Background: an optimization exercise with open tools, aiming at small area, a short achievable clock period and few clock cycles. Do not read the settings as production practice.
RTL that was checked went through simulation tests only; none was proved equivalent to the original.
Power is estimated from default activity; no workload was simulated.

==> flow/design.v <==
module qr_decode(
    input clk,
    input srstn,
    input qr_decode_start,
    input sram_rdata,
    output [11:0] sram_raddr,
    output reg decode_valid,
    output reg [7:0] decode_jis8_code,
    output reg qr_decode_finish
  );
  reg [4:0] r, c;       
  reg R1, R2;           
  reg [2:0] m;          
  reg [2:0] b;          
  reg [4:0] nb;         
  reg hdr;              
  assign sram_raddr = {1'b0, r, 1'b0, c};
  wire fmt = ~c[4] & ~c[3];
  wire up = c[1];
  wire at_top = c[4] ? (~r[4] & ~r[2] & ~r[1]) : ~(r[4] | r[3] | r[2] | r[1] | r[0]);   
  wire at_bot = r[4] & r[3];                                                           
  wire turn = c[0] & (up ? at_top : at_bot);
  wire sk6 = ~r[4] & ~r[3] & r[2] & r[0] & ~(r[1] ^ up);                  
  wire al_up = c[4] & ~c[2] & up & r[4] & ~r[3] & r[2] & ~r[1] & r[0];     
  wire al_dn = c[4] & ~c[2] & ~up & ~r[4] & r[3] & r[2] & r[1] & r[0];    
  wire al = al_up | al_dn;
  wire x = sk6 | al;
  wire [3:0] d = r[3:0] ^ {4{up}};
  wire t1 = d[0], t2 = d[1] & d[0], t3 = d[2] & t2, t4 = d[3] & t3;      
  wire [4:0] rt = {t4 | al, t3 | al, t2 & ~x, t1 | x, ~x};                
  wire rowmove = ~fmt & c[0] & ~turn;
  wire [4:0] frow = {{3{fmt & c[2]}}, 1'b0, fmt & c[2]};                   
  wire [4:0] nr = r ^ (rowmove ? rt : frow);
  wire alc = ~c[4] & c[3] & c[2] & c[1] & c[0] & r[4] & ~r[3] & ~(r[2] & r[1]) & (r[2] | r[1] | r[0]);
  wire hold = c[0] & (turn | alc);
  wire [3:1] e = c[3:1] ^ {3{~c[0]}};
  wire [4:0] tc = {e[3] & e[2] & e[1], e[2] & e[1], e[1], 1'b1, 1'b1};   
  wire [4:0] tf = c[2] ? 5'b10011 : c[0] ? 5'b00111 : {4'b0, qr_decode_start};
  wire [4:0] tcol = fmt ? tf : hold ? {4'b0, ~alc} : tc;
  wire [4:0] nc = c ^ tcol;
  wire R0 = ~R1 & ~R2;
  wire rdn = up ^ sk6;
  wire nR1 = fmt ? 1'b0 : (rowmove & ~al) ? (rdn ? R2 : R0) : R1;
  wire nR2 = fmt ? 1'b0 : (rowmove & ~al) ? (rdn ? R0 : R1) : R2;
  wire C0 = (~c[0] & ~c[1] & c[3]) | (~c[0] & c[1] & ~c[2]) | (c[0] & c[1] & c[2] & ~c[4]) | (c[0] & ~c[1] & c[2] & ~c[3]);
  wire C1 = (c[0] & ~c[1] & c[3]) | (~c[0] & c[1] & c[2] & c[4]) | (c[0] & c[1] & ~c[2] & c[4]) | (~c[0] & ~c[1] & ~c[2] & ~c[3]);
  wire C2 = ~C0 & ~C1;
  wire C3o = (c[1] & c[2] & ~c[3]) | (~c[1] & ~c[2] & ~c[3]) | (c[0] & c[1] & c[3]) | (c[0] & ~c[1] & ~c[3]);   
  wire a = r[0] & c[0];
  wire s = r[0] ^ c[0];
  wire q0 = R0 | C0;
  wire q1 = (R1 & C1) | (R2 & C2);
  wire z3 = (R0 & C0) | (R1 & C2) | (R2 & C1);
  reg mk;
  always @* begin
    case (m ^ 3'b101)
      3'd0: mk = ~s;
      3'd1: mk = ~r[0];
      3'd2: mk = C0;
      3'd3: mk = z3;
      3'd4: mk = ~(r[1] ^ C3o);
      3'd5: mk = ~a & q0;
      3'd6: mk = ~(a ^ q1);
      default: mk = ~(s ^ q1);
    endcase
  end
  wire bit_in = sram_rdata ^ mk;
  wire last_bit = (b == 3'd7);
  always @(posedge clk) begin
    if (~srstn) begin
      r <= 5'd8;
      c <= 5'd2;
      hdr <= 1'b1;
      decode_valid <= 1'b0;
      qr_decode_finish <= 1'b0;
    end else begin
      r <= nr;
      c <= nc;
      if (~fmt && b == 3'd0) hdr <= 1'b0;    
      decode_valid <= ~hdr & last_bit;
      qr_decode_finish <= ~hdr & ((last_bit & (nb == 5'd1)) | (nb == 5'd0));
    end
    R1 <= nR1;
    R2 <= nR2;
    if (fmt) m <= {m[1:0], sram_rdata};
    b <= fmt ? 3'd3 : b + 3'd1;           
    if (hdr) nb <= decode_jis8_code[4:0];   
    else if (last_bit) nb <= nb - 5'd1;
    decode_jis8_code <= {decode_jis8_code[6:0], bit_in};
  end
endmodule
export LEC_CHECK = 0
export CAP_MARGIN = 20
export CORE_MARGIN = 2
export CORE_UTILIZATION = 40
export SLEW_MARGIN = 20
create_clock -name core_clock -period 9.0 [get_ports {clk}]
standard.sh (not shown) runs the stock make flow with config.mk's settings and CLKGATE_MAP_FILE= SYNTH_SCRIPT=/design/flow/synth_recipe.tcl, a recipe that flattens the netlist after the stock synthesis.
==> flow/flow/run.sh <==
#!/bin/bash
# ORFS layout of the design with three changes to how it is made (the
# constraints are unchanged):
#  - synthesis maps the logic with an area-oriented ABC script and without
#    half/full-adder extraction (registers are mapped exactly as before);
#  - ports are buffered with buf_2 instead of the slow delay buffer;
#  - timing repair aims for more setup slack than the clock period needs.
set -euo pipefail
rm -rf myscripts
cp -r "$FLOW_HOME/scripts" myscripts
printf 'strash\ndch -f\namap\ntopo\n' > myscripts/abc_speed.script
export SCRIPTS_DIR="$PWD/myscripts"
export ADDER_MAP_FILE=
export BUFFER_PORTS_ARGS="-buffer_cell sky130_fd_sc_hd__buf_2"
export SETUP_SLACK_MARGIN=6.35
bash standard.sh > standard.log 2>&1
The starting point ran to the end with no violations.
Testbench counts at the start, summed over its fixed seeds: cycles 15,800.
Then changed:
--- a/flow/design.v
+++ b/flow/design.v
@@ -28,21 +28,21 @@
   wire [3:0] d = r[3:0] ^ {4{up}};
   wire t1 = d[0], t2 = d[1] & d[0], t3 = d[2] & t2, t4 = d[3] & t3;      
   wire [4:0] rt = {t4 | al, t3 | al, t2 & ~x, t1 | x, ~x};                
   wire rowmove = ~fmt & c[0] & ~turn;
-  wire [4:0] frow = {{3{fmt & c[2]}}, 1'b0, fmt & c[2]};                   
+  wire [4:0] frow = {{4{fmt & c[2]}}, 1'b0};                                
   wire [4:0] nr = r ^ (rowmove ? rt : frow);
   wire alc = ~c[4] & c[3] & c[2] & c[1] & c[0] & r[4] & ~r[3] & ~(r[2] & r[1]) & (r[2] | r[1] | r[0]);
   wire hold = c[0] & (turn | alc);
   wire [3:1] e = c[3:1] ^ {3{~c[0]}};
   wire [4:0] tc = {e[3] & e[2] & e[1], e[2] & e[1], e[1], 1'b1, 1'b1};   
-  wire [4:0] tf = c[2] ? 5'b10011 : c[0] ? 5'b00111 : {4'b0, qr_decode_start};
+  wire [4:0] tf = c[2] ? 5'b11100 : c[0] ? 5'b00111 : {4'b0, qr_decode_start};
   wire [4:0] tcol = fmt ? tf : hold ? {4'b0, ~alc} : tc;
   wire [4:0] nc = c ^ tcol;
   wire R0 = ~R1 & ~R2;
   wire rdn = up ^ sk6;
-  wire nR1 = fmt ? 1'b0 : (rowmove & ~al) ? (rdn ? R2 : R0) : R1;
-  wire nR2 = fmt ? 1'b0 : (rowmove & ~al) ? (rdn ? R0 : R1) : R2;
+  wire nR1 = fmt ? (R1 | c[2]) : (rowmove & ~al) ? (rdn ? R2 : R0) : R1;
+  wire nR2 = fmt ? R2 & ~c[2] : (rowmove & ~al) ? (rdn ? R0 : R1) : R2;
   wire C0 = (~c[0] & ~c[1] & c[3]) | (~c[0] & c[1] & ~c[2]) | (c[0] & c[1] & c[2] & ~c[4]) | (c[0] & ~c[1] & c[2] & ~c[3]);
   wire C1 = (c[0] & ~c[1] & c[3]) | (~c[0] & c[1] & c[2] & c[4]) | (c[0] & c[1] & ~c[2] & c[4]) | (~c[0] & ~c[1] & ~c[2] & ~c[3]);
   wire C2 = ~C0 & ~C1;
   wire C3o = (c[1] & c[2] & ~c[3]) | (~c[1] & ~c[2] & ~c[3]) | (c[0] & c[1] & c[3]) | (c[0] & ~c[1] & ~c[3]);   
@@ -69,23 +69,25 @@
   always @(posedge clk) begin
     if (~srstn) begin
       r <= 5'd8;
       c <= 5'd2;
+      R1 <= 1'b0;
+      R2 <= 1'b1;
       hdr <= 1'b1;
       decode_valid <= 1'b0;
       qr_decode_finish <= 1'b0;
     end else begin
       r <= nr;
       c <= nc;
-      if (~fmt && b == 3'd0) hdr <= 1'b0;    
+      R1 <= nR1;
+      R2 <= nR2;
+      if (~fmt && last_bit) hdr <= 1'b0;
       decode_valid <= ~hdr & last_bit;
       qr_decode_finish <= ~hdr & ((last_bit & (nb == 5'd1)) | (nb == 5'd0));
     end
-    R1 <= nR1;
-    R2 <= nR2;
     if (fmt) m <= {m[1:0], sram_rdata};
-    b <= fmt ? 3'd3 : b + 3'd1;           
-    if (hdr) nb <= decode_jis8_code[4:0];   
+    b <= fmt ? 3'd0 : b + 3'd1;
+    if (hdr) nb <= {decode_jis8_code[3:0], bit_in};
     else if (last_bit) nb <= nb - 5'd1;
     decode_jis8_code <= {decode_jis8_code[6:0], bit_in};
   end
 endmodule
The new run completed without violations.
Routed wire length increases by a little under a tenth.
Setup slack degrades by 36 ps.
Clock skew hardly moves.
Via count barely changes.
Final cell count is unchanged.
Cell area drops slightly.
Critical path depth does not change.
Non-clock buffer count drops by 2.
Worst hold slack degrades by 4.9 ps.
Fmax went down slightly.
Core utilization is lower by 0.34 points.
Clock power fell by a quarter to a third.
Sequential share of layout area grows by 0.19 points.
Testbench counts after the change, summed over its fixed seeds: cycles 16,184.

* * *

## the baseline
// qr_decode: RTL as listed in full above, without the edits since
clock: 9.0 ns
lec_check: 0
cap_margin: 20
core_margin: 2
core_utilization: 40
slew_margin: 20
==> flow/flow/run.sh <==
#!/bin/bash
# ORFS layout of the design with three changes to how it is made (the
# constraints are unchanged):
#  - synthesis maps the logic with an area-oriented ABC script and without
#    half/full-adder extraction (registers are mapped exactly as before);
#  - ports are buffered with buf_2 instead of the slow delay buffer;
#  - timing repair aims for more setup slack than the clock period needs.
set -euo pipefail
rm -rf myscripts
cp -r "$FLOW_HOME/scripts" myscripts
printf 'strash\ndch -f\namap\ntopo\n' > myscripts/abc_speed.script
export SCRIPTS_DIR="$PWD/myscripts"
export ADDER_MAP_FILE=
export BUFFER_PORTS_ARGS="-buffer_cell sky130_fd_sc_hd__buf_2"
export SETUP_SLACK_MARGIN=6.3
bash standard.sh > standard.log 2>&1
The baseline did not stop at any stage, and its layout met the timing, DRC and antenna checks.
Testbench counts of the baseline, summed over its fixed seeds: cycles 15,800.
### the baseline -> the candidate
-- flow/design.v --
<<< the baseline, line 77
      r <= nr;
      c <= nc;
      if (~fmt && b == 3'd0) hdr <= 1'b0;    
      decode_valid <= ~hdr & last_bit;
      qr_decode_finish <= ~hdr & ((last_bit & (nb == 5'd1)) | (nb == 5'd0));
>>> the candidate, line 77
      r <= nr;
      c <= nc;
      if (~fmt && last_bit) hdr <= 1'b0;
      decode_valid <= ~hdr & last_bit;
      qr_decode_finish <= ~hdr & ((last_bit & (nb == 5'd1)) | (nb == 5'd0));
<<< the baseline, line 85
    if (fmt) m <= {m[1:0], sram_rdata};
    b <= fmt ? 3'd3 : b + 3'd1;           
    if (hdr) nb <= decode_jis8_code[4:0];   
    else if (last_bit) nb <= nb - 5'd1;
    decode_jis8_code <= {decode_jis8_code[6:0], bit_in};
>>> the candidate, line 85
    if (fmt) m <= {m[1:0], sram_rdata};
    b <= fmt ? 3'd3 : b + 3'd1;           
    if (hdr) nb <= {decode_jis8_code[3:0], bit_in};
    else if (last_bit) nb <= nb - 5'd1;
    decode_jis8_code <= {decode_jis8_code[6:0], bit_in};
--- outcome ---
The peak supply drop reported for the candidate is greater than that of the baseline by 5.4%. Net switching fraction of the power delta for the candidate relative to the baseline: 3.4 points higher. Of the two values seen for class of the most critical setup path, flop to flop was produced by the candidate and flop to output port by the baseline. In the flow results for the baseline and the candidate, the estimated wirelength of the detail-placed design is larger on the candidate. Combinational group power (the candidate over the baseline): increase, about 34%. Any difference in total of fill cells in the finished design between the baseline and the candidate is small enough to ignore. Clock network fraction of design power: higher on the baseline. The candidate gives less sequential share of layout area than the baseline did.
No functional check of the RTL was part of the candidate.

[what the ideal ports hide]
How much do the figures lean on ideal ports? The routed layouts below were timed once more, with nothing changed but the port constraints.
Step 1 sets driving cells, clkbuf_16 on the clock port and buf_2 on the other inputs (assumed; they add their load-dependent delay and slew).
Step 2 adds t to the input delays and takes it off the output delays; t is the mean of the earliest and latest rising clock arrival at the registers after step 1. Input paths then give back, and output paths get back, about the clock's delay inside the block.
a / b / c = no drivers / after step 1 / after step 2; a / b = the first two.
run | t (ns) | setup slack, ns | latest minus earliest clock arrival (ns) | pins driven straight from the clock port
the first run of note 1 | 0.308 | 6.386 / 6.360 / 6.219 | 0.007 / 0.008 | 1
the second run of note 1 | 0.306 | 6.349 / 6.322 / 6.190 | 0.008 / 0.008 | 1
the baseline | 0.306 | 6.339 / 6.313 / 6.125 | 0.006 / 0.006 | 1
the candidate | 0.311 | 6.208 / 6.208 / 6.124 | 0.006 / 0.006 | 1
After both steps every run listed still meets setup and hold. The setup slack of the baseline, which loses most, moves by -0.026 ns with the drivers and by -0.214 ns with both steps.
